This is an optimization exercise on Yosys and OpenROAD, whose aim is small area, not a production implementation. Only simulation tests tie the RTL to the original design; equivalence was not proved. Power figures rest on the tool's default switching activity, not on a simulated workload.

## flow/design.v

```verilog
module inc_cond_mppt (
    input wire clk,
    input wire reset,
    input wire start,
    input wire [15:0] voltage_in,
    input wire [15:0] current_in,
    output wire [15:0] duty_cycle,
    output reg mpp_found,
    output wire [15:0] power_out
);
    reg [7:0] duty_hi;    
    reg       duty_mid;   
    reg       duty_lo;    
    assign duty_cycle = {2'b00, duty_hi, {5{duty_mid}}, duty_lo};
    reg calc, upd;
    reg [15:0] v_prev, i_prev;
    always @(posedge clk) begin
        v_prev <= voltage_in;
        i_prev <= current_in;
    end
    wire [15:0] i_same = ~(current_in ^ i_prev);
    wire [15:0] v_same = ~(voltage_in ^ v_prev);
    wire i_eq = &i_same;
    wire [16:0] ic, vc;
    assign ic[0] = 1'b1;
    assign vc[0] = 1'b1;
    genvar q;
    generate for (q = 0; q < 16; q = q + 1) begin : g_cmp
        if (q % 2 == 0) begin : g_even
            assign ic[q+1] = ~(i_same[q] ? ic[q] : current_in[q]);
            assign vc[q+1] = ~(v_same[q] ? vc[q] : voltage_in[q]);
        end else begin : g_odd
            assign ic[q+1] = ~(i_same[q] ? ic[q] : i_prev[q]);
            assign vc[q+1] = ~(v_same[q] ? vc[q] : v_prev[q]);
        end
    end endgenerate
    wire i_ge = ic[16];
    wire v_ge = vc[16];
    wire up = ~(i_ge ^ v_ge);
    wire step = calc & ~i_eq;
    wire [7:0] m = ~(duty_hi ^ {8{up}});
    wire [8:0] t;
    assign t[0] = 1'b1;
    genvar k;
    generate for (k = 0; k < 8; k = k + 1) begin : g_t
        assign t[k+1] = t[k] & m[k];
    end endgenerate
    wire sat = t[8];                        
    wire lo_zero = (duty_hi == 8'd1) & ~duty_lo;  
    wire set_l = sat | (~up & lo_zero);
    always @(posedge clk or posedge reset) begin
        if (reset) begin
            calc <= 1'b0;
            upd <= 1'b0;
            duty_hi <= 8'h80;
            duty_mid <= 1'b0;
            duty_lo <= 1'b0;
            mpp_found <= 1'b0;
        end else begin
            calc <= ~calc & ~upd & start;
            upd <= calc;
            if (calc)
                mpp_found <= i_eq;
            if (step & ~sat)
                duty_hi <= duty_hi ^ t[7:0];
            if (step & set_l) begin
                duty_mid <= up;
                duty_lo <= 1'b1;
            end
        end
    end
    mul24 u_mul (.a(voltage_in), .b(current_in), .p(power_out));
endmodule
module mfa(input a, input b, input c, output s, output co);
  assign {co, s} = a + b + c;
endmodule
module cx_a222oi(input a1, input a2, input b1, input b2, input c1, input c2, output y);
  assign y = ~((a1 & a2) | (b1 & b2) | (c1 & c2));
endmodule
module a3add(input [15:0] a, output [17:0] y);
  wire [16:1] tg, tp;
  assign y[0] = a[0];
  assign tg[1] = a[1] & a[0];
  assign tp[1] = a[1] ^ a[0];
  assign tg[2] = a[2] & a[1];
  assign tp[2] = a[2] ^ a[1];
  assign tg[3] = a[3] & a[2];
  assign tp[3] = a[3] ^ a[2];
  assign tg[4] = a[4] & a[3];
  assign tp[4] = a[4] ^ a[3];
  assign tg[5] = a[5] & a[4];
  assign tp[5] = a[5] ^ a[4];
  assign tg[6] = a[6] & a[5];
  assign tp[6] = a[6] ^ a[5];
  assign tg[7] = a[7] & a[6];
  assign tp[7] = a[7] ^ a[6];
  assign tg[8] = a[8] & a[7];
  assign tp[8] = a[8] ^ a[7];
  assign tg[9] = a[9] & a[8];
  assign tp[9] = a[9] ^ a[8];
  assign tg[10] = a[10] & a[9];
  assign tp[10] = a[10] ^ a[9];
  assign tg[11] = a[11] & a[10];
  assign tp[11] = a[11] ^ a[10];
  assign tg[12] = a[12] & a[11];
  assign tp[12] = a[12] ^ a[11];
  assign tg[13] = a[13] & a[12];
  assign tp[13] = a[13] ^ a[12];
  assign tg[14] = a[14] & a[13];
  assign tp[14] = a[14] ^ a[13];
  assign tg[15] = a[15] & a[14];
  assign tp[15] = a[15] ^ a[14];
  assign tg[16] = 1'b0 & a[15];
  assign tp[16] = 1'b0 ^ a[15];
  wire tg_1 = tg[2] | (tp[2] & tg[1]);
  wire tp_1 = tp[2] & tp[1];
  wire tg_2 = tg[4] | (tp[4] & tg[3]);
  wire tp_2 = tp[4] & tp[3];
  wire tg_3 = tg[6] | (tp[6] & tg[5]);
  wire tp_3 = tp[6] & tp[5];
  wire tg_4 = tg[8] | (tp[8] & tg[7]);
  wire tp_4 = tp[8] & tp[7];
  wire tg_5 = tg[10] | (tp[10] & tg[9]);
  wire tp_5 = tp[10] & tp[9];
  wire tg_6 = tg[12] | (tp[12] & tg[11]);
  wire tp_6 = tp[12] & tp[11];
  wire tg_7 = tg[14] | (tp[14] & tg[13]);
  wire tp_7 = tp[14] & tp[13];
  wire tg_8 = tg[16] | (tp[16] & tg[15]);
  wire tp_8 = tp[16] & tp[15];
  wire tg_9 = tg[3] | (tp[3] & tg_1);
  wire tp_9 = tp[3] & tp_1;
  wire tg_10 = tg_2 | (tp_2 & tg_1);
  wire tp_10 = tp_2 & tp_1;
  wire tg_11 = tg[7] | (tp[7] & tg_3);
  wire tp_11 = tp[7] & tp_3;
  wire tg_12 = tg_4 | (tp_4 & tg_3);
  wire tp_12 = tp_4 & tp_3;
  wire tg_13 = tg[11] | (tp[11] & tg_5);
  wire tp_13 = tp[11] & tp_5;
  wire tg_14 = tg_6 | (tp_6 & tg_5);
  wire tp_14 = tp_6 & tp_5;
  wire tg_15 = tg[15] | (tp[15] & tg_7);
  wire tp_15 = tp[15] & tp_7;
  wire tg_16 = tg_8 | (tp_8 & tg_7);
  wire tp_16 = tp_8 & tp_7;
  wire tg_17 = tg[5] | (tp[5] & tg_10);
  wire tp_17 = tp[5] & tp_10;
  wire tg_18 = tg_3 | (tp_3 & tg_10);
  wire tp_18 = tp_3 & tp_10;
  wire tg_19 = tg_11 | (tp_11 & tg_10);
  wire tp_19 = tp_11 & tp_10;
  wire tg_20 = tg_12 | (tp_12 & tg_10);
  wire tp_20 = tp_12 & tp_10;
  wire tg_21 = tg[13] | (tp[13] & tg_14);
  wire tp_21 = tp[13] & tp_14;
  wire tg_22 = tg_7 | (tp_7 & tg_14);
  wire tp_22 = tp_7 & tp_14;
  wire tg_23 = tg_15 | (tp_15 & tg_14);
  wire tp_23 = tp_15 & tp_14;
  wire tg_24 = tg_16 | (tp_16 & tg_14);
  wire tp_24 = tp_16 & tp_14;
  wire tg_25 = tg[9] | (tp[9] & tg_20);
  wire tp_25 = tp[9] & tp_20;
  wire tg_26 = tg_5 | (tp_5 & tg_20);
  wire tp_26 = tp_5 & tp_20;
  wire tg_27 = tg_13 | (tp_13 & tg_20);
  wire tp_27 = tp_13 & tp_20;
  wire tg_28 = tg_14 | (tp_14 & tg_20);
  wire tp_28 = tp_14 & tp_20;
  wire tg_29 = tg_21 | (tp_21 & tg_20);
  wire tp_29 = tp_21 & tp_20;
  wire tg_30 = tg_22 | (tp_22 & tg_20);
  wire tp_30 = tp_22 & tp_20;
  wire tg_31 = tg_23 | (tp_23 & tg_20);
  wire tp_31 = tp_23 & tp_20;
  wire tg_32 = tg_24 | (tp_24 & tg_20);
  wire tp_32 = tp_24 & tp_20;
  assign y[1] = tp[1] ^ 1'b0;
  assign y[2] = tp[2] ^ tg[1];
  assign y[3] = tp[3] ^ tg_1;
  assign y[4] = tp[4] ^ tg_9;
  assign y[5] = tp[5] ^ tg_10;
  assign y[6] = tp[6] ^ tg_17;
  assign y[7] = tp[7] ^ tg_18;
  assign y[8] = tp[8] ^ tg_19;
  assign y[9] = tp[9] ^ tg_20;
  assign y[10] = tp[10] ^ tg_25;
  assign y[11] = tp[11] ^ tg_26;
  assign y[12] = tp[12] ^ tg_27;
  assign y[13] = tp[13] ^ tg_28;
  assign y[14] = tp[14] ^ tg_29;
  assign y[15] = tp[15] ^ tg_30;
  assign y[16] = tp[16] ^ tg_31;
  assign y[17] = tg_32;
endmodule
module mha(input a, input b, output s, output co);
  assign {co, s} = a + b;
endmodule
module mul24(input [15:0] a, input [15:0] b, output [15:0] p);
  wire [17:0] a3;
  a3add u_a3 (.a(a), .y(a3));
  wire [7:0] sl1, sl2, sl3;
  genvar gk;
  generate for (gk = 0; gk < 8; gk = gk + 1) begin : g_dec
    assign sl1[gk] = b[2*gk] & ~b[2*gk+1];
    assign sl2[gk] = ~b[2*gk] & b[2*gk+1];
    assign sl3[gk] = b[2*gk] & b[2*gk+1];
  end endgenerate
  wire bp0_0 = ~((sl1[0] & a[0]) | (sl3[0] & a3[0]));
  wire bp0_1;
  cx_a222oi sbp0_1 (.a1(sl1[0]), .a2(a[1]), .b1(sl2[0]), .b2(a[0]), .c1(sl3[0]), .c2(a3[1]), .y(bp0_1));
  wire bp0_2;
  cx_a222oi sbp0_2 (.a1(sl1[0]), .a2(a[2]), .b1(sl2[0]), .b2(a[1]), .c1(sl3[0]), .c2(a3[2]), .y(bp0_2));
  wire bp0_3;
  cx_a222oi sbp0_3 (.a1(sl1[0]), .a2(a[3]), .b1(sl2[0]), .b2(a[2]), .c1(sl3[0]), .c2(a3[3]), .y(bp0_3));
  wire bp0_4;
  cx_a222oi sbp0_4 (.a1(sl1[0]), .a2(a[4]), .b1(sl2[0]), .b2(a[3]), .c1(sl3[0]), .c2(a3[4]), .y(bp0_4));
  wire bp0_5;
  cx_a222oi sbp0_5 (.a1(sl1[0]), .a2(a[5]), .b1(sl2[0]), .b2(a[4]), .c1(sl3[0]), .c2(a3[5]), .y(bp0_5));
  wire bp0_6;
  cx_a222oi sbp0_6 (.a1(sl1[0]), .a2(a[6]), .b1(sl2[0]), .b2(a[5]), .c1(sl3[0]), .c2(a3[6]), .y(bp0_6));
  wire bp0_7;
  cx_a222oi sbp0_7 (.a1(sl1[0]), .a2(a[7]), .b1(sl2[0]), .b2(a[6]), .c1(sl3[0]), .c2(a3[7]), .y(bp0_7));
  wire bp0_8;
  cx_a222oi sbp0_8 (.a1(sl1[0]), .a2(a[8]), .b1(sl2[0]), .b2(a[7]), .c1(sl3[0]), .c2(a3[8]), .y(bp0_8));
  wire bp0_9;
  cx_a222oi sbp0_9 (.a1(sl1[0]), .a2(a[9]), .b1(sl2[0]), .b2(a[8]), .c1(sl3[0]), .c2(a3[9]), .y(bp0_9));
  wire bp0_10;
  cx_a222oi sbp0_10 (.a1(sl1[0]), .a2(a[10]), .b1(sl2[0]), .b2(a[9]), .c1(sl3[0]), .c2(a3[10]), .y(bp0_10));
  wire bp0_11;
  cx_a222oi sbp0_11 (.a1(sl1[0]), .a2(a[11]), .b1(sl2[0]), .b2(a[10]), .c1(sl3[0]), .c2(a3[11]), .y(bp0_11));
  wire bp0_12;
  cx_a222oi sbp0_12 (.a1(sl1[0]), .a2(a[12]), .b1(sl2[0]), .b2(a[11]), .c1(sl3[0]), .c2(a3[12]), .y(bp0_12));
  wire bp0_13;
  cx_a222oi sbp0_13 (.a1(sl1[0]), .a2(a[13]), .b1(sl2[0]), .b2(a[12]), .c1(sl3[0]), .c2(a3[13]), .y(bp0_13));
  wire bp0_14;
  cx_a222oi sbp0_14 (.a1(sl1[0]), .a2(a[14]), .b1(sl2[0]), .b2(a[13]), .c1(sl3[0]), .c2(a3[14]), .y(bp0_14));
  wire bp0_15;
  cx_a222oi sbp0_15 (.a1(sl1[0]), .a2(a[15]), .b1(sl2[0]), .b2(a[14]), .c1(sl3[0]), .c2(a3[15]), .y(bp0_15));
  wire bp0_16 = ~((sl2[0] & a[15]) | (sl3[0] & a3[16]));
  wire bp0_17 = ~((sl3[0] & a3[17]));
  wire bp1_0 = ~((sl1[1] & a[0]) | (sl3[1] & a3[0]));
  wire bp1_1;
  cx_a222oi sbp1_1 (.a1(sl1[1]), .a2(a[1]), .b1(sl2[1]), .b2(a[0]), .c1(sl3[1]), .c2(a3[1]), .y(bp1_1));
  wire bp1_2;
  cx_a222oi sbp1_2 (.a1(sl1[1]), .a2(a[2]), .b1(sl2[1]), .b2(a[1]), .c1(sl3[1]), .c2(a3[2]), .y(bp1_2));
  wire bp1_3;
  cx_a222oi sbp1_3 (.a1(sl1[1]), .a2(a[3]), .b1(sl2[1]), .b2(a[2]), .c1(sl3[1]), .c2(a3[3]), .y(bp1_3));
  wire bp1_4;
  cx_a222oi sbp1_4 (.a1(sl1[1]), .a2(a[4]), .b1(sl2[1]), .b2(a[3]), .c1(sl3[1]), .c2(a3[4]), .y(bp1_4));
  wire bp1_5;
  cx_a222oi sbp1_5 (.a1(sl1[1]), .a2(a[5]), .b1(sl2[1]), .b2(a[4]), .c1(sl3[1]), .c2(a3[5]), .y(bp1_5));
  wire bp1_6;
  cx_a222oi sbp1_6 (.a1(sl1[1]), .a2(a[6]), .b1(sl2[1]), .b2(a[5]), .c1(sl3[1]), .c2(a3[6]), .y(bp1_6));
  wire bp1_7;
  cx_a222oi sbp1_7 (.a1(sl1[1]), .a2(a[7]), .b1(sl2[1]), .b2(a[6]), .c1(sl3[1]), .c2(a3[7]), .y(bp1_7));
  wire bp1_8;
  cx_a222oi sbp1_8 (.a1(sl1[1]), .a2(a[8]), .b1(sl2[1]), .b2(a[7]), .c1(sl3[1]), .c2(a3[8]), .y(bp1_8));
  wire bp1_9;
  cx_a222oi sbp1_9 (.a1(sl1[1]), .a2(a[9]), .b1(sl2[1]), .b2(a[8]), .c1(sl3[1]), .c2(a3[9]), .y(bp1_9));
  wire bp1_10;
  cx_a222oi sbp1_10 (.a1(sl1[1]), .a2(a[10]), .b1(sl2[1]), .b2(a[9]), .c1(sl3[1]), .c2(a3[10]), .y(bp1_10));
  wire bp1_11;
  cx_a222oi sbp1_11 (.a1(sl1[1]), .a2(a[11]), .b1(sl2[1]), .b2(a[10]), .c1(sl3[1]), .c2(a3[11]), .y(bp1_11));
  wire bp1_12;
  cx_a222oi sbp1_12 (.a1(sl1[1]), .a2(a[12]), .b1(sl2[1]), .b2(a[11]), .c1(sl3[1]), .c2(a3[12]), .y(bp1_12));
  wire bp1_13;
  cx_a222oi sbp1_13 (.a1(sl1[1]), .a2(a[13]), .b1(sl2[1]), .b2(a[12]), .c1(sl3[1]), .c2(a3[13]), .y(bp1_13));
  wire bp1_14;
  cx_a222oi sbp1_14 (.a1(sl1[1]), .a2(a[14]), .b1(sl2[1]), .b2(a[13]), .c1(sl3[1]), .c2(a3[14]), .y(bp1_14));
  wire bp1_15;
  cx_a222oi sbp1_15 (.a1(sl1[1]), .a2(a[15]), .b1(sl2[1]), .b2(a[14]), .c1(sl3[1]), .c2(a3[15]), .y(bp1_15));
  wire bp1_16 = ~((sl2[1] & a[15]) | (sl3[1] & a3[16]));
  wire bp1_17 = ~((sl3[1] & a3[17]));
  wire bp2_0 = ~((sl1[2] & a[0]) | (sl3[2] & a3[0]));
  wire bp2_1;
  cx_a222oi sbp2_1 (.a1(sl1[2]), .a2(a[1]), .b1(sl2[2]), .b2(a[0]), .c1(sl3[2]), .c2(a3[1]), .y(bp2_1));
  wire bp2_2;
  cx_a222oi sbp2_2 (.a1(sl1[2]), .a2(a[2]), .b1(sl2[2]), .b2(a[1]), .c1(sl3[2]), .c2(a3[2]), .y(bp2_2));
  wire bp2_3;
  cx_a222oi sbp2_3 (.a1(sl1[2]), .a2(a[3]), .b1(sl2[2]), .b2(a[2]), .c1(sl3[2]), .c2(a3[3]), .y(bp2_3));
  wire bp2_4;
  cx_a222oi sbp2_4 (.a1(sl1[2]), .a2(a[4]), .b1(sl2[2]), .b2(a[3]), .c1(sl3[2]), .c2(a3[4]), .y(bp2_4));
  wire bp2_5;
  cx_a222oi sbp2_5 (.a1(sl1[2]), .a2(a[5]), .b1(sl2[2]), .b2(a[4]), .c1(sl3[2]), .c2(a3[5]), .y(bp2_5));
  wire bp2_6;
  cx_a222oi sbp2_6 (.a1(sl1[2]), .a2(a[6]), .b1(sl2[2]), .b2(a[5]), .c1(sl3[2]), .c2(a3[6]), .y(bp2_6));
  wire bp2_7;
  cx_a222oi sbp2_7 (.a1(sl1[2]), .a2(a[7]), .b1(sl2[2]), .b2(a[6]), .c1(sl3[2]), .c2(a3[7]), .y(bp2_7));
  wire bp2_8;
  cx_a222oi sbp2_8 (.a1(sl1[2]), .a2(a[8]), .b1(sl2[2]), .b2(a[7]), .c1(sl3[2]), .c2(a3[8]), .y(bp2_8));
  wire bp2_9;
  cx_a222oi sbp2_9 (.a1(sl1[2]), .a2(a[9]), .b1(sl2[2]), .b2(a[8]), .c1(sl3[2]), .c2(a3[9]), .y(bp2_9));
  wire bp2_10;
  cx_a222oi sbp2_10 (.a1(sl1[2]), .a2(a[10]), .b1(sl2[2]), .b2(a[9]), .c1(sl3[2]), .c2(a3[10]), .y(bp2_10));
  wire bp2_11;
  cx_a222oi sbp2_11 (.a1(sl1[2]), .a2(a[11]), .b1(sl2[2]), .b2(a[10]), .c1(sl3[2]), .c2(a3[11]), .y(bp2_11));
  wire bp2_12;
  cx_a222oi sbp2_12 (.a1(sl1[2]), .a2(a[12]), .b1(sl2[2]), .b2(a[11]), .c1(sl3[2]), .c2(a3[12]), .y(bp2_12));
  wire bp2_13;
  cx_a222oi sbp2_13 (.a1(sl1[2]), .a2(a[13]), .b1(sl2[2]), .b2(a[12]), .c1(sl3[2]), .c2(a3[13]), .y(bp2_13));
  wire bp2_14;
  cx_a222oi sbp2_14 (.a1(sl1[2]), .a2(a[14]), .b1(sl2[2]), .b2(a[13]), .c1(sl3[2]), .c2(a3[14]), .y(bp2_14));
  wire bp2_15;
  cx_a222oi sbp2_15 (.a1(sl1[2]), .a2(a[15]), .b1(sl2[2]), .b2(a[14]), .c1(sl3[2]), .c2(a3[15]), .y(bp2_15));
  wire bp2_16 = ~((sl2[2] & a[15]) | (sl3[2] & a3[16]));
  wire bp2_17 = ~((sl3[2] & a3[17]));
  wire bp3_0 = ~((sl1[3] & a[0]) | (sl3[3] & a3[0]));
  wire bp3_1;
  cx_a222oi sbp3_1 (.a1(sl1[3]), .a2(a[1]), .b1(sl2[3]), .b2(a[0]), .c1(sl3[3]), .c2(a3[1]), .y(bp3_1));
  wire bp3_2;
  cx_a222oi sbp3_2 (.a1(sl1[3]), .a2(a[2]), .b1(sl2[3]), .b2(a[1]), .c1(sl3[3]), .c2(a3[2]), .y(bp3_2));
  wire bp3_3;
  cx_a222oi sbp3_3 (.a1(sl1[3]), .a2(a[3]), .b1(sl2[3]), .b2(a[2]), .c1(sl3[3]), .c2(a3[3]), .y(bp3_3));
  wire bp3_4;
  cx_a222oi sbp3_4 (.a1(sl1[3]), .a2(a[4]), .b1(sl2[3]), .b2(a[3]), .c1(sl3[3]), .c2(a3[4]), .y(bp3_4));
  wire bp3_5;
  cx_a222oi sbp3_5 (.a1(sl1[3]), .a2(a[5]), .b1(sl2[3]), .b2(a[4]), .c1(sl3[3]), .c2(a3[5]), .y(bp3_5));
  wire bp3_6;
  cx_a222oi sbp3_6 (.a1(sl1[3]), .a2(a[6]), .b1(sl2[3]), .b2(a[5]), .c1(sl3[3]), .c2(a3[6]), .y(bp3_6));
  wire bp3_7;
  cx_a222oi sbp3_7 (.a1(sl1[3]), .a2(a[7]), .b1(sl2[3]), .b2(a[6]), .c1(sl3[3]), .c2(a3[7]), .y(bp3_7));
  wire bp3_8;
  cx_a222oi sbp3_8 (.a1(sl1[3]), .a2(a[8]), .b1(sl2[3]), .b2(a[7]), .c1(sl3[3]), .c2(a3[8]), .y(bp3_8));
  wire bp3_9;
  cx_a222oi sbp3_9 (.a1(sl1[3]), .a2(a[9]), .b1(sl2[3]), .b2(a[8]), .c1(sl3[3]), .c2(a3[9]), .y(bp3_9));
  wire bp3_10;
  cx_a222oi sbp3_10 (.a1(sl1[3]), .a2(a[10]), .b1(sl2[3]), .b2(a[9]), .c1(sl3[3]), .c2(a3[10]), .y(bp3_10));
  wire bp3_11;
  cx_a222oi sbp3_11 (.a1(sl1[3]), .a2(a[11]), .b1(sl2[3]), .b2(a[10]), .c1(sl3[3]), .c2(a3[11]), .y(bp3_11));
  wire bp3_12;
  cx_a222oi sbp3_12 (.a1(sl1[3]), .a2(a[12]), .b1(sl2[3]), .b2(a[11]), .c1(sl3[3]), .c2(a3[12]), .y(bp3_12));
  wire bp3_13;
  cx_a222oi sbp3_13 (.a1(sl1[3]), .a2(a[13]), .b1(sl2[3]), .b2(a[12]), .c1(sl3[3]), .c2(a3[13]), .y(bp3_13));
  wire bp3_14;
  cx_a222oi sbp3_14 (.a1(sl1[3]), .a2(a[14]), .b1(sl2[3]), .b2(a[13]), .c1(sl3[3]), .c2(a3[14]), .y(bp3_14));
  wire bp3_15;
  cx_a222oi sbp3_15 (.a1(sl1[3]), .a2(a[15]), .b1(sl2[3]), .b2(a[14]), .c1(sl3[3]), .c2(a3[15]), .y(bp3_15));
  wire bp3_16 = ~((sl2[3] & a[15]) | (sl3[3] & a3[16]));
  wire bp3_17 = ~((sl3[3] & a3[17]));
  wire bp4_0 = ~((sl1[4] & a[0]) | (sl3[4] & a3[0]));
  wire bp4_1;
  cx_a222oi sbp4_1 (.a1(sl1[4]), .a2(a[1]), .b1(sl2[4]), .b2(a[0]), .c1(sl3[4]), .c2(a3[1]), .y(bp4_1));
  wire bp4_2;
  cx_a222oi sbp4_2 (.a1(sl1[4]), .a2(a[2]), .b1(sl2[4]), .b2(a[1]), .c1(sl3[4]), .c2(a3[2]), .y(bp4_2));
  wire bp4_3;
  cx_a222oi sbp4_3 (.a1(sl1[4]), .a2(a[3]), .b1(sl2[4]), .b2(a[2]), .c1(sl3[4]), .c2(a3[3]), .y(bp4_3));
  wire bp4_4;
  cx_a222oi sbp4_4 (.a1(sl1[4]), .a2(a[4]), .b1(sl2[4]), .b2(a[3]), .c1(sl3[4]), .c2(a3[4]), .y(bp4_4));
  wire bp4_5;
  cx_a222oi sbp4_5 (.a1(sl1[4]), .a2(a[5]), .b1(sl2[4]), .b2(a[4]), .c1(sl3[4]), .c2(a3[5]), .y(bp4_5));
  wire bp4_6;
  cx_a222oi sbp4_6 (.a1(sl1[4]), .a2(a[6]), .b1(sl2[4]), .b2(a[5]), .c1(sl3[4]), .c2(a3[6]), .y(bp4_6));
  wire bp4_7;
  cx_a222oi sbp4_7 (.a1(sl1[4]), .a2(a[7]), .b1(sl2[4]), .b2(a[6]), .c1(sl3[4]), .c2(a3[7]), .y(bp4_7));
  wire bp4_8;
  cx_a222oi sbp4_8 (.a1(sl1[4]), .a2(a[8]), .b1(sl2[4]), .b2(a[7]), .c1(sl3[4]), .c2(a3[8]), .y(bp4_8));
  wire bp4_9;
  cx_a222oi sbp4_9 (.a1(sl1[4]), .a2(a[9]), .b1(sl2[4]), .b2(a[8]), .c1(sl3[4]), .c2(a3[9]), .y(bp4_9));
  wire bp4_10;
  cx_a222oi sbp4_10 (.a1(sl1[4]), .a2(a[10]), .b1(sl2[4]), .b2(a[9]), .c1(sl3[4]), .c2(a3[10]), .y(bp4_10));
  wire bp4_11;
  cx_a222oi sbp4_11 (.a1(sl1[4]), .a2(a[11]), .b1(sl2[4]), .b2(a[10]), .c1(sl3[4]), .c2(a3[11]), .y(bp4_11));
  wire bp4_12;
  cx_a222oi sbp4_12 (.a1(sl1[4]), .a2(a[12]), .b1(sl2[4]), .b2(a[11]), .c1(sl3[4]), .c2(a3[12]), .y(bp4_12));
  wire bp4_13;
  cx_a222oi sbp4_13 (.a1(sl1[4]), .a2(a[13]), .b1(sl2[4]), .b2(a[12]), .c1(sl3[4]), .c2(a3[13]), .y(bp4_13));
  wire bp4_14;
  cx_a222oi sbp4_14 (.a1(sl1[4]), .a2(a[14]), .b1(sl2[4]), .b2(a[13]), .c1(sl3[4]), .c2(a3[14]), .y(bp4_14));
  wire bp4_15;
  cx_a222oi sbp4_15 (.a1(sl1[4]), .a2(a[15]), .b1(sl2[4]), .b2(a[14]), .c1(sl3[4]), .c2(a3[15]), .y(bp4_15));
  wire bp5_0 = ~((sl1[5] & a[0]) | (sl3[5] & a3[0]));
  wire bp5_1;
  cx_a222oi sbp5_1 (.a1(sl1[5]), .a2(a[1]), .b1(sl2[5]), .b2(a[0]), .c1(sl3[5]), .c2(a3[1]), .y(bp5_1));
  wire bp5_2;
  cx_a222oi sbp5_2 (.a1(sl1[5]), .a2(a[2]), .b1(sl2[5]), .b2(a[1]), .c1(sl3[5]), .c2(a3[2]), .y(bp5_2));
  wire bp5_3;
  cx_a222oi sbp5_3 (.a1(sl1[5]), .a2(a[3]), .b1(sl2[5]), .b2(a[2]), .c1(sl3[5]), .c2(a3[3]), .y(bp5_3));
  wire bp5_4;
  cx_a222oi sbp5_4 (.a1(sl1[5]), .a2(a[4]), .b1(sl2[5]), .b2(a[3]), .c1(sl3[5]), .c2(a3[4]), .y(bp5_4));
  wire bp5_5;
  cx_a222oi sbp5_5 (.a1(sl1[5]), .a2(a[5]), .b1(sl2[5]), .b2(a[4]), .c1(sl3[5]), .c2(a3[5]), .y(bp5_5));
  wire bp5_6;
  cx_a222oi sbp5_6 (.a1(sl1[5]), .a2(a[6]), .b1(sl2[5]), .b2(a[5]), .c1(sl3[5]), .c2(a3[6]), .y(bp5_6));
  wire bp5_7;
  cx_a222oi sbp5_7 (.a1(sl1[5]), .a2(a[7]), .b1(sl2[5]), .b2(a[6]), .c1(sl3[5]), .c2(a3[7]), .y(bp5_7));
  wire bp5_8;
  cx_a222oi sbp5_8 (.a1(sl1[5]), .a2(a[8]), .b1(sl2[5]), .b2(a[7]), .c1(sl3[5]), .c2(a3[8]), .y(bp5_8));
  wire bp5_9;
  cx_a222oi sbp5_9 (.a1(sl1[5]), .a2(a[9]), .b1(sl2[5]), .b2(a[8]), .c1(sl3[5]), .c2(a3[9]), .y(bp5_9));
  wire bp5_10;
  cx_a222oi sbp5_10 (.a1(sl1[5]), .a2(a[10]), .b1(sl2[5]), .b2(a[9]), .c1(sl3[5]), .c2(a3[10]), .y(bp5_10));
  wire bp5_11;
  cx_a222oi sbp5_11 (.a1(sl1[5]), .a2(a[11]), .b1(sl2[5]), .b2(a[10]), .c1(sl3[5]), .c2(a3[11]), .y(bp5_11));
  wire bp5_12;
  cx_a222oi sbp5_12 (.a1(sl1[5]), .a2(a[12]), .b1(sl2[5]), .b2(a[11]), .c1(sl3[5]), .c2(a3[12]), .y(bp5_12));
  wire bp5_13;
  cx_a222oi sbp5_13 (.a1(sl1[5]), .a2(a[13]), .b1(sl2[5]), .b2(a[12]), .c1(sl3[5]), .c2(a3[13]), .y(bp5_13));
  wire bp6_0 = ~((sl1[6] & a[0]) | (sl3[6] & a3[0]));
  wire bp6_1;
  cx_a222oi sbp6_1 (.a1(sl1[6]), .a2(a[1]), .b1(sl2[6]), .b2(a[0]), .c1(sl3[6]), .c2(a3[1]), .y(bp6_1));
  wire bp6_2;
  cx_a222oi sbp6_2 (.a1(sl1[6]), .a2(a[2]), .b1(sl2[6]), .b2(a[1]), .c1(sl3[6]), .c2(a3[2]), .y(bp6_2));
  wire bp6_3;
  cx_a222oi sbp6_3 (.a1(sl1[6]), .a2(a[3]), .b1(sl2[6]), .b2(a[2]), .c1(sl3[6]), .c2(a3[3]), .y(bp6_3));
  wire bp6_4;
  cx_a222oi sbp6_4 (.a1(sl1[6]), .a2(a[4]), .b1(sl2[6]), .b2(a[3]), .c1(sl3[6]), .c2(a3[4]), .y(bp6_4));
  wire bp6_5;
  cx_a222oi sbp6_5 (.a1(sl1[6]), .a2(a[5]), .b1(sl2[6]), .b2(a[4]), .c1(sl3[6]), .c2(a3[5]), .y(bp6_5));
  wire bp6_6;
  cx_a222oi sbp6_6 (.a1(sl1[6]), .a2(a[6]), .b1(sl2[6]), .b2(a[5]), .c1(sl3[6]), .c2(a3[6]), .y(bp6_6));
  wire bp6_7;
  cx_a222oi sbp6_7 (.a1(sl1[6]), .a2(a[7]), .b1(sl2[6]), .b2(a[6]), .c1(sl3[6]), .c2(a3[7]), .y(bp6_7));
  wire bp6_8;
  cx_a222oi sbp6_8 (.a1(sl1[6]), .a2(a[8]), .b1(sl2[6]), .b2(a[7]), .c1(sl3[6]), .c2(a3[8]), .y(bp6_8));
  wire bp6_9;
  cx_a222oi sbp6_9 (.a1(sl1[6]), .a2(a[9]), .b1(sl2[6]), .b2(a[8]), .c1(sl3[6]), .c2(a3[9]), .y(bp6_9));
  wire bp6_10;
  cx_a222oi sbp6_10 (.a1(sl1[6]), .a2(a[10]), .b1(sl2[6]), .b2(a[9]), .c1(sl3[6]), .c2(a3[10]), .y(bp6_10));
  wire bp6_11;
  cx_a222oi sbp6_11 (.a1(sl1[6]), .a2(a[11]), .b1(sl2[6]), .b2(a[10]), .c1(sl3[6]), .c2(a3[11]), .y(bp6_11));
  wire bp7_0 = ~((sl1[7] & a[0]) | (sl3[7] & a3[0]));
  wire bp7_1;
  cx_a222oi sbp7_1 (.a1(sl1[7]), .a2(a[1]), .b1(sl2[7]), .b2(a[0]), .c1(sl3[7]), .c2(a3[1]), .y(bp7_1));
  wire bp7_2;
  cx_a222oi sbp7_2 (.a1(sl1[7]), .a2(a[2]), .b1(sl2[7]), .b2(a[1]), .c1(sl3[7]), .c2(a3[2]), .y(bp7_2));
  wire bp7_3;
  cx_a222oi sbp7_3 (.a1(sl1[7]), .a2(a[3]), .b1(sl2[7]), .b2(a[2]), .c1(sl3[7]), .c2(a3[3]), .y(bp7_3));
  wire bp7_4;
  cx_a222oi sbp7_4 (.a1(sl1[7]), .a2(a[4]), .b1(sl2[7]), .b2(a[3]), .c1(sl3[7]), .c2(a3[4]), .y(bp7_4));
  wire bp7_5;
  cx_a222oi sbp7_5 (.a1(sl1[7]), .a2(a[5]), .b1(sl2[7]), .b2(a[4]), .c1(sl3[7]), .c2(a3[5]), .y(bp7_5));
  wire bp7_6;
  cx_a222oi sbp7_6 (.a1(sl1[7]), .a2(a[6]), .b1(sl2[7]), .b2(a[5]), .c1(sl3[7]), .c2(a3[6]), .y(bp7_6));
  wire bp7_7;
  cx_a222oi sbp7_7 (.a1(sl1[7]), .a2(a[7]), .b1(sl2[7]), .b2(a[6]), .c1(sl3[7]), .c2(a3[7]), .y(bp7_7));
  wire bp7_8;
  cx_a222oi sbp7_8 (.a1(sl1[7]), .a2(a[8]), .b1(sl2[7]), .b2(a[7]), .c1(sl3[7]), .c2(a3[8]), .y(bp7_8));
  wire bp7_9;
  cx_a222oi sbp7_9 (.a1(sl1[7]), .a2(a[9]), .b1(sl2[7]), .b2(a[8]), .c1(sl3[7]), .c2(a3[9]), .y(bp7_9));
  wire s1, c2;
  mfa f2 (.a(bp2_0), .b(bp1_2), .c(bp0_4), .s(s1), .co(c2));
  wire s3, c4;
  mfa f4 (.a(bp2_1), .b(bp1_3), .c(bp0_5), .s(s3), .co(c4));
  wire s5, c6;
  mfa f6 (.a(bp3_0), .b(bp2_2), .c(bp1_4), .s(s5), .co(c6));
  wire s7, c8;
  mfa f8 (.a(bp0_6), .b(c4), .c(s5), .s(s7), .co(c8));
  wire s9, c10;
  mfa f10 (.a(bp3_1), .b(bp2_3), .c(bp1_5), .s(s9), .co(c10));
  wire s11, c12;
  mfa f12 (.a(bp0_7), .b(c6), .c(s9), .s(s11), .co(c12));
  wire s13, c14;
  mfa f14 (.a(bp4_0), .b(bp3_2), .c(bp2_4), .s(s13), .co(c14));
  wire s15, c16;
  mfa f16 (.a(bp1_6), .b(bp0_8), .c(c10), .s(s15), .co(c16));
  wire s17, c18;
  mfa f18 (.a(s13), .b(c12), .c(s15), .s(s17), .co(c18));
  wire s19, c20;
  mfa f20 (.a(bp4_1), .b(bp3_3), .c(bp2_5), .s(s19), .co(c20));
  wire s21, c22;
  mfa f22 (.a(bp1_7), .b(bp0_9), .c(c14), .s(s21), .co(c22));
  wire s23, c24;
  mfa f24 (.a(s19), .b(c16), .c(s21), .s(s23), .co(c24));
  wire s25, c26;
  mfa f26 (.a(bp5_0), .b(bp4_2), .c(bp3_4), .s(s25), .co(c26));
  wire s27, c28;
  mfa f28 (.a(bp2_6), .b(bp1_8), .c(bp0_10), .s(s27), .co(c28));
  wire s29, c30;
  mfa f30 (.a(c20), .b(s25), .c(s27), .s(s29), .co(c30));
  wire s31, c32;
  mfa f32 (.a(c22), .b(s29), .c(c24), .s(s31), .co(c32));
  wire s33, c34;
  mfa f34 (.a(bp5_1), .b(bp4_3), .c(bp3_5), .s(s33), .co(c34));
  wire s35, c36;
  mfa f36 (.a(bp2_7), .b(bp1_9), .c(bp0_11), .s(s35), .co(c36));
  wire s37, c38;
  mfa f38 (.a(c26), .b(s33), .c(c28), .s(s37), .co(c38));
  wire s39, c40;
  mfa f40 (.a(s35), .b(c30), .c(s37), .s(s39), .co(c40));
  wire s41, c42;
  mfa f42 (.a(bp6_0), .b(bp5_2), .c(bp4_4), .s(s41), .co(c42));
  wire s43, c44;
  mfa f44 (.a(bp3_6), .b(bp2_8), .c(bp1_10), .s(s43), .co(c44));
  wire s45, c46;
  mfa f46 (.a(bp0_12), .b(c34), .c(s41), .s(s45), .co(c46));
  wire s47, c48;
  mfa f48 (.a(c36), .b(s43), .c(s45), .s(s47), .co(c48));
  wire s49, c50;
  mfa f50 (.a(c38), .b(s47), .c(c40), .s(s49), .co(c50));
  wire s51, c52;
  mfa f52 (.a(bp6_1), .b(bp5_3), .c(bp4_5), .s(s51), .co(c52));
  wire s53, c54;
  mfa f54 (.a(bp3_7), .b(bp2_9), .c(bp1_11), .s(s53), .co(c54));
  wire s55, c56;
  mfa f56 (.a(bp0_13), .b(c42), .c(s51), .s(s55), .co(c56));
  wire s57, c58;
  mfa f58 (.a(c44), .b(s53), .c(c46), .s(s57), .co(c58));
  wire s59, c60;
  mfa f60 (.a(s55), .b(s57), .c(c48), .s(s59), .co(c60));
  wire s61, c62;
  mfa f62 (.a(bp7_0), .b(bp6_2), .c(bp5_4), .s(s61), .co(c62));
  wire s63, c64;
  mfa f64 (.a(bp4_6), .b(bp3_8), .c(bp2_10), .s(s63), .co(c64));
  wire s65, c66;
  mfa f66 (.a(bp1_12), .b(bp0_14), .c(c52), .s(s65), .co(c66));
  wire s67, c68;
  mfa f68 (.a(s61), .b(c54), .c(s63), .s(s67), .co(c68));
  wire s69, c70;
  mfa f70 (.a(c56), .b(s65), .c(s67), .s(s69), .co(c70));
  wire s71, c72;
  mfa f72 (.a(c58), .b(s69), .c(c60), .s(s71), .co(c72));
  wire s73, c74;
  mfa f74 (.a(bp7_1), .b(bp6_3), .c(bp5_5), .s(s73), .co(c74));
  wire s75, c76;
  mfa f76 (.a(bp4_7), .b(bp3_9), .c(bp2_11), .s(s75), .co(c76));
  wire s77, c78;
  mfa f78 (.a(bp1_13), .b(bp0_15), .c(c62), .s(s77), .co(c78));
  wire s79, c80;
  mfa f80 (.a(s73), .b(c64), .c(s75), .s(s79), .co(c80));
  wire s81, c82;
  mfa f82 (.a(c66), .b(s77), .c(c68), .s(s81), .co(c82));
  wire s83, c84;
  mfa f84 (.a(s79), .b(c70), .c(s81), .s(s83), .co(c84));
  wire s85, c86;
  mfa f86 (.a(bp7_2), .b(bp6_4), .c(bp5_6), .s(s85), .co(c86));
  wire s87, c88;
  mfa f88 (.a(bp4_8), .b(bp3_10), .c(bp2_12), .s(s87), .co(c88));
  wire s89, c90;
  mfa f90 (.a(bp1_14), .b(bp0_16), .c(c74), .s(s89), .co(c90));
  wire s91, c92;
  mfa f92 (.a(s85), .b(c76), .c(s87), .s(s91), .co(c92));
  wire s93, c94;
  mfa f94 (.a(c78), .b(s89), .c(c80), .s(s93), .co(c94));
  wire s95, c96;
  mfa f96 (.a(s91), .b(c82), .c(s93), .s(s95), .co(c96));
  wire s97, c98;
  mfa f98 (.a(bp7_3), .b(bp6_5), .c(bp5_7), .s(s97), .co(c98));
  wire s99, c100;
  mfa f100 (.a(bp4_9), .b(bp3_11), .c(bp2_13), .s(s99), .co(c100));
  wire s101, c102;
  mfa f102 (.a(bp1_15), .b(bp0_17), .c(c86), .s(s101), .co(c102));
  wire s103, c104;
  mfa f104 (.a(s97), .b(c88), .c(s99), .s(s103), .co(c104));
  wire s105, c106;
  mfa f106 (.a(c90), .b(s101), .c(c92), .s(s105), .co(c106));
  wire s107, c108;
  mfa f108 (.a(s103), .b(c94), .c(s105), .s(s107), .co(c108));
  wire s109, c110;
  mfa f110 (.a(bp7_4), .b(bp6_6), .c(bp5_8), .s(s109), .co(c110));
  wire s111, c112;
  mfa f112 (.a(bp4_10), .b(bp3_12), .c(bp2_14), .s(s111), .co(c112));
  wire s113, c114;
  mfa f114 (.a(bp1_16), .b(c98), .c(s109), .s(s113), .co(c114));
  wire s115, c116;
  mfa f116 (.a(c100), .b(s111), .c(c102), .s(s115), .co(c116));
  wire s117, c118;
  mfa f118 (.a(s113), .b(c104), .c(s115), .s(s117), .co(c118));
  wire s119, c120;
  mfa f120 (.a(c106), .b(s117), .c(c108), .s(s119), .co(c120));
  wire s121, c122;
  mfa f122 (.a(bp7_5), .b(bp6_7), .c(bp5_9), .s(s121), .co(c122));
  wire s123, c124;
  mfa f124 (.a(bp4_11), .b(bp3_13), .c(bp2_15), .s(s123), .co(c124));
  wire s125, c126;
  mfa f126 (.a(bp1_17), .b(c110), .c(s121), .s(s125), .co(c126));
  wire s127, c128;
  mfa f128 (.a(c112), .b(s123), .c(c114), .s(s127), .co(c128));
  wire s129, c130;
  mfa f130 (.a(s125), .b(c116), .c(s127), .s(s129), .co(c130));
  wire s131, c132;
  mfa f132 (.a(c118), .b(s129), .c(c120), .s(s131), .co(c132));
  wire s133, c134;
  mfa f134 (.a(bp7_6), .b(bp6_8), .c(bp5_10), .s(s133), .co(c134));
  wire s135, c136;
  mfa f136 (.a(bp4_12), .b(bp3_14), .c(bp2_16), .s(s135), .co(c136));
  wire s137, c138;
  mfa f138 (.a(c122), .b(s133), .c(c124), .s(s137), .co(c138));
  wire s139, c140;
  mfa f140 (.a(s135), .b(c126), .c(s137), .s(s139), .co(c140));
  wire s141, c142;
  mfa f142 (.a(c128), .b(s139), .c(c130), .s(s141), .co(c142));
  wire s143, c144;
  mfa f144 (.a(bp7_7), .b(bp6_9), .c(bp5_11), .s(s143), .co(c144));
  wire s145, c146;
  mfa f146 (.a(bp4_13), .b(bp3_15), .c(bp2_17), .s(s145), .co(c146));
  wire s147, c148;
  mfa f148 (.a(c134), .b(s143), .c(c136), .s(s147), .co(c148));
  wire s149, c150;
  mfa f150 (.a(s145), .b(c138), .c(s147), .s(s149), .co(c150));
  wire s151, c152;
  mfa f152 (.a(c140), .b(s149), .c(c142), .s(s151), .co(c152));
  wire s153, c154;
  mfa f154 (.a(bp7_8), .b(bp6_10), .c(bp5_12), .s(s153), .co(c154));
  wire s155, c156;
  mfa f156 (.a(bp4_14), .b(bp3_16), .c(c144), .s(s155), .co(c156));
  wire s157, c158;
  mfa f158 (.a(s153), .b(c146), .c(s155), .s(s157), .co(c158));
  wire s159, c160;
  mfa f160 (.a(c148), .b(s157), .c(c150), .s(s159), .co(c160));
  wire x161 = (bp3_17 ^ bp4_15 ^ bp5_13 ^ bp6_11 ^ bp7_9 ^ c154 ^ c156 ^ c158 ^ c160);
  wire [23:0] rx = {x161, s159, s151, s141, s131, s119, c96, c84, s83, s71, s59, s49, s39, s31, c18, s17, c8, s7, c2, s1, bp1_1, bp1_0, bp0_1, bp0_0};
  wire [23:0] ry = {1'b1, c152, 1'b1, c132, 1'b1, 1'b1, s107, s95, c72, 1'b1, c50, 1'b1, c32, 1'b1, s23, 1'b1, s11, 1'b1, s3, 1'b1, bp0_3, bp0_2, 1'b1, 1'b1};
  wire [23:0] g0 = rx & ry;
  wire [23:0] p0 = rx ^ ry;
  wire pg162 = g0[0] | (p0[0] & 1'b1);
  wire pg164 = g0[2] | (p0[2] & g0[1]);
  wire pp165 = p0[2] & p0[1];
  wire pg166 = g0[4] | (p0[4] & g0[3]);
  wire pp167 = p0[4] & p0[3];
  wire pg168 = g0[6] | (p0[6] & g0[5]);
  wire pp169 = p0[6] & p0[5];
  wire pg170 = g0[8] | (p0[8] & g0[7]);
  wire pp171 = p0[8] & p0[7];
  wire pg172 = g0[10] | (p0[10] & g0[9]);
  wire pp173 = p0[10] & p0[9];
  wire pg174 = g0[12] | (p0[12] & g0[11]);
  wire pp175 = p0[12] & p0[11];
  wire pg176 = g0[14] | (p0[14] & g0[13]);
  wire pp177 = p0[14] & p0[13];
  wire pg178 = g0[16] | (p0[16] & g0[15]);
  wire pp179 = p0[16] & p0[15];
  wire pg180 = g0[18] | (p0[18] & g0[17]);
  wire pp181 = p0[18] & p0[17];
  wire pg182 = g0[20] | (p0[20] & g0[19]);
  wire pp183 = p0[20] & p0[19];
  wire pg184 = g0[22] | (p0[22] & g0[21]);
  wire pp185 = p0[22] & p0[21];
  wire pg186 = g0[1] | (p0[1] & pg162);
  wire pg188 = pg164 | (pp165 & pg162);
  wire pg190 = g0[5] | (p0[5] & pg166);
  wire pp191 = p0[5] & pp167;
  wire pg192 = pg168 | (pp169 & pg166);
  wire pp193 = pp169 & pp167;
  wire pg194 = g0[9] | (p0[9] & pg170);
  wire pp195 = p0[9] & pp171;
  wire pg196 = pg172 | (pp173 & pg170);
  wire pp197 = pp173 & pp171;
  wire pg198 = g0[13] | (p0[13] & pg174);
  wire pp199 = p0[13] & pp175;
  wire pg200 = pg176 | (pp177 & pg174);
  wire pp201 = pp177 & pp175;
  wire pg202 = g0[17] | (p0[17] & pg178);
  wire pp203 = p0[17] & pp179;
  wire pg204 = pg180 | (pp181 & pg178);
  wire pp205 = pp181 & pp179;
  wire pg206 = g0[21] | (p0[21] & pg182);
  wire pp207 = p0[21] & pp183;
  wire pg208 = pg184 | (pp185 & pg182);
  wire pp209 = pp185 & pp183;
  wire pg210 = g0[3] | (p0[3] & pg188);
  wire pg212 = pg166 | (pp167 & pg188);
  wire pg214 = pg190 | (pp191 & pg188);
  wire pg216 = pg192 | (pp193 & pg188);
  wire pg218 = g0[11] | (p0[11] & pg196);
  wire pp219 = p0[11] & pp197;
  wire pg220 = pg174 | (pp175 & pg196);
  wire pp221 = pp175 & pp197;
  wire pg222 = pg198 | (pp199 & pg196);
  wire pp223 = pp199 & pp197;
  wire pg224 = pg200 | (pp201 & pg196);
  wire pp225 = pp201 & pp197;
  wire pg226 = g0[19] | (p0[19] & pg204);
  wire pp227 = p0[19] & pp205;
  wire pg228 = pg182 | (pp183 & pg204);
  wire pp229 = pp183 & pp205;
  wire pg230 = pg206 | (pp207 & pg204);
  wire pp231 = pp207 & pp205;
  wire pg232 = pg208 | (pp209 & pg204);
  wire pp233 = pp209 & pp205;
  wire pg234 = g0[7] | (p0[7] & pg216);
  wire pg236 = pg170 | (pp171 & pg216);
  wire pg238 = pg194 | (pp195 & pg216);
  wire pg240 = pg196 | (pp197 & pg216);
  wire pg242 = pg218 | (pp219 & pg216);
  wire pg244 = pg220 | (pp221 & pg216);
  wire pg246 = pg222 | (pp223 & pg216);
  wire pg248 = pg224 | (pp225 & pg216);
  wire pg250 = g0[23] | (p0[23] & pg232);
  wire pp251 = p0[23] & pp233;
  wire pg252 = g0[15] | (p0[15] & pg248);
  wire pg254 = pg178 | (pp179 & pg248);
  wire pg256 = pg202 | (pp203 & pg248);
  wire pg258 = pg204 | (pp205 & pg248);
  wire pg260 = pg226 | (pp227 & pg248);
  wire pg262 = pg228 | (pp229 & pg248);
  wire pg264 = pg230 | (pp231 & pg248);
  wire pg266 = pg232 | (pp233 & pg248);
  wire pg268 = pg250 | (pp251 & pg248);
  wire [15:0] hc = {pg266, pg264, pg262, pg260, pg258, pg256, pg254, pg252, pg248, pg246, pg244, pg242, pg240, pg238, pg236, pg234};
  assign p = ~(p0[23:8] ^ hc);
endmodule
```

## flow/constraint.sdc

```tcl
create_clock -name core_clock -period 10.0 [get_ports {clk}]
set_input_delay 2.0000 -clock core_clock [delete_from_list [all_inputs] [get_ports {clk}]]
set_output_delay 2.0000 -clock core_clock [all_outputs]
set_load 0.01 [all_outputs]
```

## flow/standard.sh

```bash
#!/bin/bash
# synth_recipe.tcl (not shown) runs the flow's synth.tcl, then flattens the netlist and writes it again
# the make line also repeats each setting of config.mk as NAME=value (left out here)
make -C /OpenROAD-flow-scripts/flow DESIGN_CONFIG=/design/flow/config.mk WORK_HOME=/design/flow/orfs CLKGATE_MAP_FILE= SYNTH_SCRIPT=/design/flow/synth_recipe.tcl "${@:-finish}"
```

## flow/flow/map.py

```python
#!/usr/bin/env python3
# Replace the bodies of the cell modules (mfa, mha, cx_a222oi) with sky130 cells.
import re, sys
src = open(sys.argv[1]).read()
cells = {
    'mfa': "  sky130_fd_sc_hd__fa_1 u (.A(a), .B(b), .CIN(c), .SUM(s), .COUT(co));\n",
    'mha': "  sky130_fd_sc_hd__ha_1 u (.A(a), .B(b), .SUM(s), .COUT(co));\n",
    'cx_a222oi': "  sky130_fd_sc_hd__a222oi_1 u (.A1(a1), .A2(a2), .B1(b1), .B2(b2), .C1(c1), .C2(c2), .Y(y));\n",
}
def rep(m):
    name, ports = m.group(1), m.group(2)
    if name in cells:
        return f"module {name}({ports});\n{cells[name]}endmodule"
    return m.group(0)
out = re.sub(r"module\s+(\w+)\s*\(([^;]*?)\);(.*?)endmodule", rep, src, flags=re.S)
open(sys.argv[2], 'w').write(out)
```

## flow/flow/run.sh

```bash
#!/bin/bash
# Layout flow: the standard ORFS flow, except that
#  - the cell modules of the RTL (mfa/mha adders, cx_a222oi selectors) are
#    mapped straight onto the sky130 cells (map.py), and Yosys's own
#    full-adder extraction is off (the design's adders are already explicit),
#  - ABC uses an area-oriented mapping script (abc.script), except for the
#    3a adder of the multiplier (module a3add), which is kept apart until
#    after mapping and mapped for delay (abc_a3.script),
#  - port buffers use the smallest buffer cell.
# Each tool's output goes to a log in this folder (make.log, orfs/logs/).
set -euo pipefail
W=$(pwd)
F=$W/flow
python3 $F/map.py $W/design.v $W/design_mapped.v
sed "s#^\(\s*\)log_cmd abc {\*}\$abc_args#\1log_cmd abc {*}[lreplace \$abc_args 1 1 $F/abc.script] $FLOW_TOP\n\1log_cmd abc {*}[lreplace \$abc_args 1 1 $F/abc_a3.script] a3add#" \
  $FLOW_HOME/scripts/synth.tcl > $W/flow_synth.tcl
grep -q "abc_a3.script" $W/flow_synth.tcl
sed "s#source \$::env(SCRIPTS_DIR)/synth.tcl#source $W/flow_synth.tcl#" $W/synth_recipe.tcl > $W/flow_synth_recipe.tcl
grep -q "flow_synth.tcl" $W/flow_synth_recipe.tcl
sed "s#^export VERILOG_FILES = .*#export VERILOG_FILES = $W/design_mapped.v#" $W/config.mk > $W/flow_config.mk
source $F/settings.sh
make -C $FLOW_HOME DESIGN_CONFIG=$W/flow_config.mk WORK_HOME=$W/orfs CLKGATE_MAP_FILE= \
  SYNTH_SCRIPT=$W/flow_synth_recipe.tcl ADDER_MAP_FILE= SYNTH_KEEP_MODULES=a3add \
  "${MAKE_ARGS[@]}" finish > $W/make.log 2>&1
: # left out here: write the final layout as DEF
```

## flow/flow/place_pre.tcl

```tcl
# Buffer every input and output port (as the standard flow does), with a
# buffer cell sized for each side: inputs drive many loads, outputs one pin.
buffer_ports -inputs -buffer_cell sky130_fd_sc_hd__buf_1
buffer_ports -outputs -buffer_cell sky130_fd_sc_hd__buf_1
```

## flow/flow/settings.sh

```bash
MAKE_ARGS=(CAP_MARGIN=20 CORE_MARGIN=2 CORE_UTILIZATION=40 SLEW_MARGIN=20
DONT_BUFFER_PORTS=1 PRE_GLOBAL_PLACE_TCL=$F/place_pre.tcl
"MIN_BUF_CELL_AND_PORTS=sky130_fd_sc_hd__buf_1 A X"
"GPL_TIMING_DRIVEN=0"
"CTS_BUF_LIST=sky130_fd_sc_hd__clkbuf_8"
"SYNTH_INSBUF=0"
"CELL_PAD_IN_SITES_DETAIL_PLACEMENT=1"
"SETUP_SLACK_MARGIN=-0.15"
)
```

## flow/flow/abc.script

```
strash
dch -f
map -a
topo
stime -c
```

## flow/config.mk

```make
export PLATFORM = sky130hd
export DESIGN_NAME = inc_cond_mppt
export DESIGN_NICKNAME = inc_cond_mppt
export VERILOG_FILES = /design/flow/design.v
export SDC_FILE = /design/flow/constraint.sdc
export NUM_CORES = 4
export LEC_CHECK = 0
export CAP_MARGIN = 20
export CORE_MARGIN = 2
export CORE_UTILIZATION = 40
export SLEW_MARGIN = 20
```

## flow/flow/abc_a3.script

```
strash
dch
map -D 1200
topo
stime -c
```

==> summary.md, run 1 <==
| Metric | Value |
|---|---|
| Die X | ~120 µm |
| Total GRT Usage | about a quarter |
| WP buf/inv | 4 |
| Post-Syn Area | about 5800 µm² |
| Initial antenna violation count | 0 |
| Synth Flop Type | dfxtp_1 |
| Most used cell, CP | fa_1 |
| DR iter-0 viols | approximately 1500 |
| Maximum vdd drop | approximately 0.27 mV |
| Initial Util | between 40% and 50% |
| FF/Latch Area | a little under 1000 µm² |
| Core Area | 14370 µm² |
| Grt total ovfl | 0 |
| Die Footprint | 15540 µm² |
| Final net count | 860 |
| Floorplan die height | about 120 µm |
| Relative slew slack | approximately a fifth |
| DP Area | 6316 µm² |
| Clock latency at the later pin of the worst-skew pair | approximately 0.31 ns |
| Seq/Total Area, Yosys | roughly 17% |
| First-pass GRT wire length | approximately 34000 µm |
| Worst hold path class | reg2reg |
| Crit-path slowest cell | fa_1 |
| Input/output buffers | between 60 and 70 |
| Routed via count | 6250 |
| Status | finished clean |
| Fin Clk Skew | ~0.0080 ns |
| Crit path cell chain | clkdlybuf4s15_2 -> nand2_1 -> clkinv_1 -> nor2_1 -> nand2_1 -> nand2_1 -> a21oi_1 -> clkinv_1 -> a221oi_1 -> xor2_1 -> a222oi_1 -> fa_1 -> fa_1 -> fa_1 -> fa_1 -> fa_1 -> o21ai_0 -> nand3_1 -> nor2_1 -> xor2_1 -> buf_1 |
| WS Path Type | in2out |
| Leakage power | roughly 2.3 nW |
| Gate Count Post-Synth | 665 |
| I/O Pins | 68 |
| Worst path max stage delay | about 0.55 ns |
| Vias in the first global route | 6566 |
| CP required | approximately 8.0 ns |
| Critical path's top delay family | adder cells |
| EDFF count, synth | 0 |
| CTS tree | done |
| Max Cap Violations | 0 |
| Arrival time worst endpoint | around 8 ns |
| Ys Warns | 1 |
| Post-synthesis register bit count | 45 |
| Post-Route WL | between 20000 and 25000 µm |
| Fmax | 102.1 MHz |
| Clk sink count | 45 |
| Ys async rst share | approximately 29% |
| Wirelength per Cell | 22.06 µm |
| Multi-input logic area | about 4700 µm² |
| Largest net degree at the start of global routing | 27 |
| Final hold vios | 0 |
| Setup-failing EPs final | 0 |
| Antenna Cells | 0 |
| Final WS setup | 0.2076 ns |
| Avg Synthesized Cell Area | roughly 9 µm² |
| Site row count | 44 |
| Fillers | between 1500 and 2000 |
| Crit-path max FO | 21 |
| Final Instance Area | approximately 6700 µm² |
| P per Cell Area | between 300 and 400 nW/µm² |
| Crit end category | output pin |
| Initial DRT Pass Iterations | 14 |
| H-Tree Depth | 2 |
| Reg clk slew, reported paths | 0.09 ns |
| CTS root buffer | clkbuf_8 |
| Setup_tns | 0 ns |
| Via/cell ratio | 6.720 |
| TritonCTS Buffers | 5 |
| Routability cong. | 0.8623 |
| Final worst path period share | 97.92% |
| Post-DP HPWL | roughly 15000 µm |
| Cell variety after synth | 38 |
| Cts hold-fix bufs | 0 |
| Tmin final | slightly below 10 ns |
| DRT antenna net count | 0 |
| DRC Markers | 0 |
| Final max-slew violation count | 0 |
| Area grow syn2layout | 15.02% |
| Crit path launch type | primary input |
| Place WS | -1.430 ns |
| Share of cells above drive strength 1 | roughly 9.9% |
| Slew @ Worst Pin | ~1.2 ns |
| Clock Path Buffers | 2 |
[final cells by class]
type | count | area share [%]
timing repair buffer | 72 | 5.305
tap | 184 | 3.437
clock buffer | 5 | 1.027
sequential | 45 | 14.44
inverter | 94 | 5.268
multi-input combinational | 527 | 69.89
clock inverter | 3 | 0.6352
[flip-flops by register name, indices dropped and copies added, names as in the netlist]
| register | count |
|---|---|
| v_prev | 16 |
| i_prev | 16 |
| duty_mid | 1 |
| calc | 1 |
| duty_hi | 8 |
| mpp_found | 1 |
| duty_lo | 1 |
| upd | 1 |
[timing repair]
| action | in CTS | in global routing |
|---|---|---|
| buffers inserted | 1 | 5 |
| endpoints found under the setup margin | 9 | 5 |
| gates resized for setup | 62 | 18 |
| pin swaps | 0 | 7 |
[logic make-up (layout without fill, tap and decap cells)]
logic type / after synthesis / count (layout) / synth area share, %
AO/OA/AOI/OAI: 190 / 190 / 27.63
XOR/XNOR: 46 / 46 / 6.919
adder cells (fa/ha/maj): 80 / 80 / 27.50
buffers and inverters: 94 / 174 / 6.059
flip-flops: 45 / 45 / 16.61
multiplexers: 1 / 1 / 0.1934
other: 1 / 2 / 0.06440
AND/OR/NAND/NOR: 208 / 208 / 15.02
[Yosys stat by module (local to each module, per instance)]
module | cells inside | flip-flops and latches | times used | cell area (µm²)
a3add | 105 | 0 | 1 | 543.0
inc_cond_mppt | 560 | 45 | 1 | 5280
[through the flow]
| stage | utilization, % | cells | hold WS [ns] | power [mW] |
|---|---|---|---|---|
| after CTS | 45.64 | 924 | 0.4226 | 2.290 |
| after detailed placement | 43.96 | 915 | 0.4054 | 2.122 |
| final | 46.61 | 930 | 0.4158 | 2.363 |
| after global routing | 46.61 | 930 | 0.4333 | 2.620 |
| after floorplan | - | 666 | 0.3824 | 1.565 |
| after global placement | 43.85 | 915 | 0.3904 | 2.044 |
[final timing paths]
kind,end,cells past startpoint,slack [ns],startpoint
setup / recovery,power_out[14],21,0.21,voltage_in[10]
hold / removal,calc$_DFF_PP0_,1,0.42,upd$_DFF_PP0_
setup reg to reg,duty_mid$_DFFE_PP0P_,24,5.33,v_prev[2]$_DFF_P_
hold reg to reg,calc$_DFF_PP0_,1,0.42,upd$_DFF_PP0_
max in group asynchronous,duty_hi[7]$_DFFE_PP1P_,2,8.08,reset
min in group asynchronous,duty_hi[2]$_DFFE_PP0P_,2,1.61,reset
[cell usage in the layout, fill, tap and decap left out, types with 6 or more instances in the layout]
cell type	n
fa_1	80
buf_4	14
xnor2_1	11
nor2_1	76
nor3_1	6
clkinv_1	93
dfxtp_1	32
a21oi_1	18
o21ai_0	16
xor2_1	25
nand3_1	11
dfrtp_1	12
buf_1	52
nand2_1	77
a22oi_1	17
nor2_2	12
a222oi_1	107
o22ai_1	7
[metal layers]
layer,track usage (%),vias to the layer above,part of all wire (%)
li1,-,2677,-
met1,33.33,3095,38
met2,44.36,410,49
met3,4.296,68,9.5
met4,10.38,0,3.7
met5,0,-,0
[report_power, final]
part | leakage (nW) | total [mW] | switching (mW) | internal [mW]
Clock | 0.0595 | 0.142 | 0.0681 | 0.0741
Sequential | 0.429 | 0.240 | 0.0304 | 0.210
Combinational | 1.82 | 1.98 | 1.21 | 0.771
Total | 2.31 | 2.36 | 1.31 | 1.05
[synthesized netlist by cell type, drive strengths merged, types with 2 or more instances]
| master | count | area share, % |
|---|---|---|
| a222oi | 107 | 18 |
| clkinv | 94 | 6.1 |
| nor2 | 90 | 5.8 |
| fa | 80 | 28 |
| nand2 | 77 | 5.0 |
| dfxtp | 32 | 11 |
| xor2 | 28 | 4.2 |
| a21oi | 19 | 1.6 |
| xnor2 | 18 | 2.7 |
| a22oi | 17 | 2.2 |
| o21ai | 17 | 1.5 |
| dfrtp | 12 | 5.2 |
| nand3 | 11 | 0.95 |
| nor3 | 8 | 0.69 |
| o22ai | 7 | 0.75 |
| and2 | 5 | 0.64 |
| or2 | 5 | 0.54 |
| a221oi | 4 | 0.60 |
| a31oi | 4 | 0.43 |
| nor3b | 4 | 0.52 |
| nor4 | 3 | 0.32 |
| o221ai | 3 | 0.45 |
| a211oi | 2 | 0.26 |
| nand4 | 2 | 0.21 |
| o211ai | 2 | 0.26 |
| o31ai | 2 | 0.26 |
==> run 2: changes to the inputs <==
--- a/flow/flow/settings.sh
+++ b/flow/flow/settings.sh
@@ -5,5 +5,6 @@
 "CTS_BUF_LIST=sky130_fd_sc_hd__clkbuf_8"
 "SYNTH_INSBUF=0"
 "CELL_PAD_IN_SITES_DETAIL_PLACEMENT=1"
+"CELL_PAD_IN_SITES_GLOBAL_PLACEMENT=1"
 "SETUP_SLACK_MARGIN=-0.15"
 )
==> run 2 against run 1 <==
- first-iteration DRC count down 19%
- clock power down 23%
- power down 4.2%
- setup slack better by 0.072 ns
- synthesized cell count unchanged
- sequential power about the same
- global-route usage up 0.93 points
- register-to-register slack better by 0.23 ns
==> summary.md, run 2 <==
| Metric | Value |
|---|---|
| Post-Synth XOR/XNOR Area | 6.919% (unchanged) |
| Worst path max stage delay | 0.53 ns (-0.02 ns) |
| CP required | 8.00 ns (about the same) |
| Post-Route WL | 21290 µm (+3.8%) |
| Final worst path period share | 97.20% (-0.72 points) |
| Top cells by count, synth | a222oi_1 (107), clkinv_1 (94), nor2_1 (90), fa_1 (80), nand2_1 (77) |
| I/O Pins | 68 (unchanged) |
| Maximum vdd drop | 0.3216 mV (+18%) |
| Core Area | 14370 µm² (unchanged) |
| Routed via count | 6117 (-2.1%) |
| Total GRT Usage | 27.08% (+0.93 points) |
| Initial DRT Pass Iterations | 11 (-3) |
| Antenna Cells | 0 (unchanged) |
| Seq/Total Area, Yosys | 16.61% (unchanged) |
| Initial Util | 40.53% (unchanged) |
| Most frequent cell after synthesis | a222oi_1 |
| Reg clk slew, reported paths | 0.08 ns (about the same) |
| Site row count | 44 (unchanged) |
| Avg Synthesized Cell Area | 8.757 µm² (unchanged) |
| Fillers | 1737 (+0.93%) |
| H-Tree Depth | 2 (unchanged) |
| Area share of and/or/nand/nor cells after synthesis | 15.02% (unchanged) |
| Via/cell ratio | 6.606 (-1.7%) |
| Gate Count Post-Synth | 665 (unchanged) |
| Setup-failing EPs final | 0 (unchanged) |
| FF/Latch Area | 967.2 µm² (unchanged) |
| Synth Area in Adders | 27.50% (unchanged) |
| Clock latency at the later pin of the worst-skew pair | 0.30 ns (about the same) |
| EDFF count, synth | 0 (unchanged) |
| First-pass GRT wire length | 33890 µm (+1.1%) |
| WS Path Type | in2out |
| Die Footprint | 15540 µm² (unchanged) |
| Vias in the first global route | 6487 (-1.2%) |
| DR iter-0 viols | 1196 (-19%) |
| Ys Warns | 1 (unchanged) |
| Arrival time worst endpoint | 7.72 ns (-0.07 ns) |
| Crit path launch type | primary input |
| Fin Clk Skew | 0.007614 ns (-0.0003766 ns) |
| Status | finished clean |
| Die X | 124.7 µm (unchanged) |
| Commonest non-fill, non-tap cell in the layout | a222oi_1 |
| CTS tree | done |
| Grt total ovfl | 0 (unchanged) |
| Total power | 2.264 mW (-4.2%) |
| Max Cap Violations | 0 (unchanged) |
| P per Cell Area | 339.6 nW/µm² (-3.7%) |
| Crit-path max FO | 21 (unchanged) |
| Tmin final | 9.720 ns (-0.07229 ns) |
| Ys async rst share | 28.89% (unchanged) |
| Post-synthesis register bit count | 45 (unchanged) |
| DRC Markers | 0 (unchanged) |
| Worst hold path class | reg2reg |
| Fmax | 102.9 MHz (+0.74%) |
| Floorplan die height | 124.7 µm (unchanged) |
| Relative slew slack | 27.87% (+9.1 points) |
| Clock Path Buffers | 2 (unchanged) |
| Crit end category | output pin |
| Post-synth top area share | 27.50% (unchanged) |
| Final net count | 856 (-0.47%) |
| Input/output buffers | 65 (unchanged) |
| Synth Area in Compound Gates | 27.63% (unchanged) |
| Final max-slew violation count | 0 (unchanged) |
| Placed insts | 915 (unchanged) |
| Initial antenna violation count | 0 (unchanged) |
| Largest registers | i_prev: 16 flops, v_prev: 16 flops, duty_hi: 8 flops |
| Synth Flop Type | dfxtp_1 |
| Post-Layout Cell Count | 926 (-0.43%) |
| CTS root buffer | clkbuf_8 |
| Top post-synthesis cells by area | fa_1 (28%), a222oi_1 (18%), dfxtp_1 (11%), clkinv_1 (6.1%), nor2_1 (5.8%) |
| Final core utilization | 46.39% (-0.23 points) |
| Mux contribution to synthesized area | 0.1934% (unchanged) |
[run 2: cell counts after synthesis]
No cell type changed its count.
[run 2: final timing paths]
path,cells after the start,startpoint,slack [ns],endpoint
setup / recovery,21,voltage_in[10],0.28,power_out[14]
setup reg to reg,24,v_prev[2]$_DFF_P_,5.56,duty_mid$_DFFE_PP0P_
max in group asynchronous,2,reset,8.07,duty_hi[7]$_DFFE_PP1P_
min in group asynchronous,2,reset,1.63,duty_hi[0]$_DFFE_PP0P_
hold / removal,1,upd$_DFF_PP0_,0.40,calc$_DFF_PP0_
hold reg to reg,1,upd$_DFF_PP0_,0.40,calc$_DFF_PP0_
[run 2: cell families (layout without fill, tap and decap cells)]
group                      count (synthesis)  in the layout
and+or+nand+nor                          208            208
AOI/OAI and AO/OA                        190            190
buffers and inverters                     94            170
adders and majority gates                 80             80
xor gates and xnor gates                  46             46
DFF                                       45             45
other                                      1              2
muxes                                      1              1
[run 2: final cells by class]
type,instances,area share (%)
clock inverters,3,0.1690
inverters,94,5.294
multi-input cells,527,70.55
well taps,184,3.454
repair buffers,68,4.993
clock buffers,5,1.032
flip-flops and latches,45,14.51
[run 2: metrics by stage]
stage | setup TNS, ns | area (µm²)
6_report | 0 | 6665
2_1_floorplan | 0 | 5827
5_1_grt | -0.4297 | 6665
4_1_cts | -0.1179 | 6573
3_3_place_gp | -8.249 | 6301
3_5_place_dp | -9.849 | 6330
[run 2: Yosys stat by module (local to each module, per instance)]
module / area, µm² / cells inside / copies in the design / flip-flops and latches
inc_cond_mppt: 5280 / 560 / 1 / 45
a3add: 543.0 / 105 / 1 / 0
[run 2: where the power goes]
group	switching, mW	internal, mW	leakage [nW]	total, mW
registers	0.0302	0.210	0.429	0.240
clock network	0.0622	0.0468	0.0519	0.109
logic	1.18	0.739	1.80	1.91
total	1.27	0.996	2.29	2.26
[run 2: worst max-delay path: cells and delay by family]
family	cells	cell delay [ns]
buf+inv	4	0.90
xor+xnor	2	0.68
fa+ha+maj	5	2.42
compound gates	4	1.04
simple gates	6	0.67
[run 2: layer usage]
metal	vias up	share of wire [%]	GRT usage, %
met5	-	0	0
met4	0	1.8	8.394
met3	37	10	3.694
met2	378	48	45.77
met1	3036	40	36.11
li1	2666	-	-
[run 2: repair_timing]
action / in CTS / in global routing
buffers inserted: 3 / 0
gates resized for setup: 60 / 17
hold buffers: 0 / 0
pin swaps: 1 / 4
endpoints found under the setup margin: 10 / 6

-- re-timing with driven ports --
No port has a modelled driver above. Below, the same layouts with a new extraction and two added sets of constraints.
Step 1 (the two cells are an assumption about what drives the block):
set clk [get_ports {clk}]
set_driving_cell -lib_cell sky130_fd_sc_hd__clkbuf_16 $clk
set_driving_cell -lib_cell sky130_fd_sc_hd__buf_2 [delete_from_list [all_inputs] $clk]
Step 2 also shifts input and output timing later by t, the mid clock arrival at the registers, as if the neighbouring blocks saw the same clock.
Three values: ideal ports, drivers, drivers and shift; two values: the first two.
run | t (ns) | setup slack, ns | worst setup path at the end
run 1 | 0.339 | 0.208 / 0.188 / 0.188 | input to output
run 2 | 0.325 | 0.280 / 0.251 / 0.251 | input to output
After both steps setup and hold are still met in every run listed. The setup slack of run 2, which loses most, moves by -0.029 ns with the drivers and by -0.029 ns with both steps.
